This is an optimization exercise on Yosys and OpenROAD, whose aim is small area and a short achievable clock period, not a production implementation.
Function was checked by simulation only, so behaviour that the tests miss may differ from the original.
Power figures rest on the tool's default switching activity, not on a simulated workload.

==> design.v <==
module PWM_duty_cycle (
    input clk,            
    input rst,            
    input pwm_in,         
    output reg [7:0] duty_cycle   
);
    reg [15:0] high_count, total_count;   
    reg pwm_prev;        
    reg update_flag;     
    reg first_period;    
    always @(posedge clk or posedge rst) begin
        if (rst) begin
            high_count <= 0;
            total_count <= 0;
            duty_cycle <= 0;
            pwm_prev <= 0;
            update_flag <= 0;
            first_period <= 1;   
        end else begin
            total_count <= total_count + 1;
            if (pwm_in) high_count <= high_count + 1;
            if (pwm_prev && ~pwm_in) begin
                if (!first_period && total_count > 0) begin
                    duty_cycle <= (high_count * 100) / total_count;   
                end
                first_period <= 0;   
                high_count <= 0;
                total_count <= 0;
            end
            pwm_prev <= pwm_in;   
        end
    end
endmodule
==> run.sh <==
#!/bin/bash
# synth_recipe.tcl (not shown) runs the flow's synth.tcl, then flattens the netlist and writes it again
# the make line also repeats each setting of config.mk as NAME=value (left out here)
make -C /OpenROAD-flow-scripts/flow DESIGN_CONFIG=/design/flow/config.mk WORK_HOME=/design/flow/orfs CLKGATE_MAP_FILE= SYNTH_SCRIPT=/design/flow/synth_recipe.tcl finish
==> config.mk <==
export PLATFORM = sky130hd
export DESIGN_NAME = PWM_duty_cycle
export DESIGN_NICKNAME = PWM_duty_cycle
export VERILOG_FILES = /design/flow/design.v
export SDC_FILE = /design/flow/constraint.sdc
export NUM_CORES = 4
export LEC_CHECK = 0
export CAP_MARGIN = 20
export CORE_MARGIN = 2
export CORE_UTILIZATION = 40
export SLEW_MARGIN = 20
==> constraint.sdc <==
create_clock -name core_clock -period 110.0 [get_ports {clk}]
set_input_delay 22.0000 -clock core_clock [delete_from_list [all_inputs] [get_ports {clk}]]
set_output_delay 22.0000 -clock core_clock [all_outputs]
set_load 0.01 [all_outputs]
==> flow_summary_export.csv <==
group,metric,value,unit
run_status,status,"finished clean",
clocking,cts_hold_buf,0,
placed_design,place_congestion,0.963,
power_and_ir_drop,maxPowerGroup,"combinational logic",
min_path,hold_class,"reg -> reg",
timing,hold_viol,0,
route,routedWlPerCell,21.6,um
placed_design,dp_hpwl,114,mm
worst_setup_path,rr_worst_depth,538,
timing,finalClockSkew,0.0128,ns
power_and_ir_drop,pwr-share-seq,0,%
clocking,max-clock-path-buffers,2,
route,first_iter_violations,3722,
logic_synthesis,synth_top_area_cell,"ha_1",
grt,grt_max_degree,45,
logic_synthesis,syn_inst,5606,
grt,track_usage,27.2,%
cells_and_area,fin_util,42.2,%
logic_synthesis,syn_area_per_cell,7.14,sq um
grt,gr-usage-met2,45.5,%
cells_and_area,area_growth,4.98,%
timing,max_slew.worst_pin.slew,1.15,ns
worst_setup_path,cp.arrival,102.00,ns
logic_synthesis,yosysSeqAreaShare,2.63,%
timing,fmax,0.00982,GHz
route,ant_nets,0,
clocking,clk-insertion-delay-late,0.31,ns
placed_design,dp.cells,6804,
cells_and_area,final_cells,6863,
timing,relSlewSlack,22.7,%
worst_setup_path,cp.required,110.16,ns
worst_setup_path,cp-endpoint,"duty_cycle[0]$_DFFE_PP0P_",
worst_setup_path,endpoint_kind,"flip-flop",
worst_setup_path,crit_path_max_fanout,44,
route,viasPerCell,6.34,
timing,finalHoldWorstSlack,0.490,ns
worst_setup_path,r2r_slack,8.16,ns
floorplan,fp.dieW,320,um
placed_design,port-buffer-count,10,
logic_synthesis,ys_types,192,
logic_synthesis,syn_area,40000,sq um
grt,top_usage_layer,"met2",
grt,antenna_found_initial,3,
worst_setup_path,cp.depth,538,
clocking,clockRootBuffer,"clkbuf_16",
grt,met3_usage,2.63,%
logic_synthesis,async_flop_share,100,%
power_and_ir_drop,p_sw_share,58.3,%
worst_setup_path,critPathLaunch,"high_count[9]$_DFFE_PP0P_",
clocking,cts_htree_levels,2,
cells_and_area,drive_above_1_share,13.3,%
grt,grt_pass1_vias,40200,
floorplan,core.rowCount,116,
grt,grtUsageMet1,36.0,%
logic_synthesis,synth_nets,6069,
route,vias,43500,
worst_setup_path,worst_path_max_delay_cell,"or4_4",
power_and_ir_drop,pwr_density_cell,13600,nW/um^2
clocking,cts_tree,"built",
floorplan,die-area,103000,sq um
worst_setup_path,startpoint_type,"flip-flop",
cells_and_area,fin_nets,6026,
clocking,cts_buffers,5,
route,firstDrtPassIters,7,
logic_synthesis,synth_ff_type,"dfrtp_1",
clocking,clkTransAtPathRegs,0.07,ns
timing,setup_viol_count_final,0,
power_and_ir_drop,sequentialPower,0.0199,mW
power_and_ir_drop,comb_power_share,100.0,%
logic_synthesis,yosys_warnings,1,
route,routed_wl,148,mm
logic_synthesis,synth_edf_count,0,
power_and_ir_drop,clkPwrFrac,0,%
logic_synthesis,yosysTopAreaCellShare,14.0,%
min_path,min_to,"first_period$_DFFE_PP1P_",
worst_setup_path,r2r-end,"duty_cycle[0]$_DFFE_PP0P_",
grt,grt_pass1_wl,226,mm
min_path,hold_depth,1,
power_and_ir_drop,pg_comb,572,mW
cells_and_area,fillCellCount,10400,
route,drc,0,
power_and_ir_drop,p_clk,0.0164,mW
worst_setup_path,max_stage_delay,0.69,ns
floorplan,die_h,320,um
timing,finalCritPeriodShare,92.6,%
power_and_ir_drop,power_switching,333,mW
clocking,clkSinkCount,42,
floorplan,io_pins,11,
run,maxCapViolCount,0,
timing,layout_min_cycle_time,101.84,ns
floorplan,start_util,40.2,%
worst_setup_path,cpMostUsedCell,"a21oi_1",
logic_synthesis,synth_area_leaders,"ha_1 (14%), a21oi_1 (7.2%), xnor2_1 (6.9%), nor2_1 (5.6%), a21o_1 (4.2%)",
timing,finalMaxSlewViolations,0,
worst_setup_path,critPathBufInv,34,
worst_setup_path,r2r-start,"high_count[9]$_DFFE_PP0P_",
min_path,min_from,"first_period$_DFFE_PP1P_",
floorplan,core,99700,sq um
worst_setup_path,path_class,"reg -> reg",
worst_setup_path,critPathTopFamily,"compound AO/OA/AOI/OAI gates",
logic_synthesis,synth_seq_cells,42,
power_and_ir_drop,intPower,238,mW
power_and_ir_drop,peakVddDrop,8.45,mV
power_and_ir_drop,leakage,16.8,nW
grt,grt_remaining_overflow,0,
-- what timing repair did --
action / 4_1_cts / 5_1_grt
gates cloned: 0 / 6
pin swaps: 0 / 19
setup endpoints to repair: 1 / 3
gates resized for setup: 5 / 90
buffers inserted: 0 / 43
-- per-layer routing --
layer / wire (um) / up-vias
met5: 14 / -
met4: 6490 / 2
met3: 10300 / 354
met2: 67000 / 1655
met1: 64300 / 20500
li1: - / 21000
-- cell usage after synthesis, drive strengths merged (100+ instances only) --
cell type / instances
nand2: 424
o21ai: 350
a21oi: 598
nand4: 132
inv: 204
nor3: 187
xor2: 170
nand3: 174
ha: 448
nor2: 607
mux2: 122
xnor2: 328
nand2b: 103
clkbuf: 100
a21o: 243
-- sequential cells by signal, indices dropped and copies added (netlist names) --
register      flops
high_count       16
duty_cycle        8
pwm_prev          1
total_count      16
first_period      1
-- final cells by class --
cell class	count	area, sq um	area share (%)
Tap cell	1298	1620	3.86
Clock buffer	5	125	0.298
Clock inverter	3	28.8	0.0685
Timing Repair Buffer	119	968	2.30
Antenna cell	1	2.50	0.00595
Sequential cell	42	1050	2.51
Multi-Input combinational cell	5189	37400	89.1
Inverter	206	787	1.87
-- cell usage in the layout (no fill, tap or decap), types with 18 or more instances in the layout --
master    instances
nor2_1          586
xor2_1          165
nand3_1         167
o31ai_1          54
a211oi_1         27
mux2_2          115
nor4_1           58
mux2i_1          43
dfrtp_1          39
o21bai_1         40
buf_4           105
a31oi_1          43
or3_1            36
a21o_2           18
o21ai_0         314
nand2_1         398
a21oi_2          30
nand2b_1        101
o211ai_1         29
and3_1           45
o21a_1           96
or2_2            44
xnor2_1         313
nor2b_1          68
a21o_1          223
and2_1           70
nand4_1         124
a21oi_1         564
inv_1           190
ha_1            448
or4_1            20
a41oi_1          24
nor3_1          170
-- cell families (layout without fill, tap and decap cells) --
kind of cell,Yosys count,count (layout),synth area share (%)
AOI/OAI and AO/OA,1869,1870,32.5
xor gates and xnor gates,501,501,11.4
adders and majority gates,461,461,14.6
buffers and inverters,381,333,5.14
DFF,42,42,2.63
muxes,172,172,4.75
other,0,1,0
and+or+nand+nor,2180,2185,29.0
-- stage by stage --
step	TNS, ns	worst slack (ns)	cell area, sq um	power, mW
after CTS	0	0.127	41200	539
after floorplan	0	9.31	40000	671
after global routing	-0.317	-0.317	42000	578
after global placement	0	1.24	41000	535
after detailed placement	-1.18	-1.18	41000	536
final	0	8.16	42000	572

-- static timing again, ports no longer ideal --
In the flow no input, the clock included, has a driving cell. The finished layout below was timed again as built, in two steps. Step 1 sets driving cells, clkbuf_16 on the clock port and buf_2 on the other inputs (assumed; they add their load-dependent delay and slew). Step 2 moves the port delays by t, midway between the first and last clock arrival at a register: inputs arrive t later, outputs are due t later. That takes back most of the time a late clock gives input paths. a / b / c = ideal ports / drivers / drivers and shift; a / b = the first two.
shift t [ns]: 0.337
slack for setup (ns): 8.161 / 8.161 / 8.161
worst hold slack (ns): 0.490 / 0.490 / 0.490
worst setup path at the end: register to register
worst slew at a driven data input, ns: 0.04
After both steps setup and hold are still met in this run. For this run, drivers alone change the setup slack by 0.000 ns; drivers and shift together by 0.000 ns.
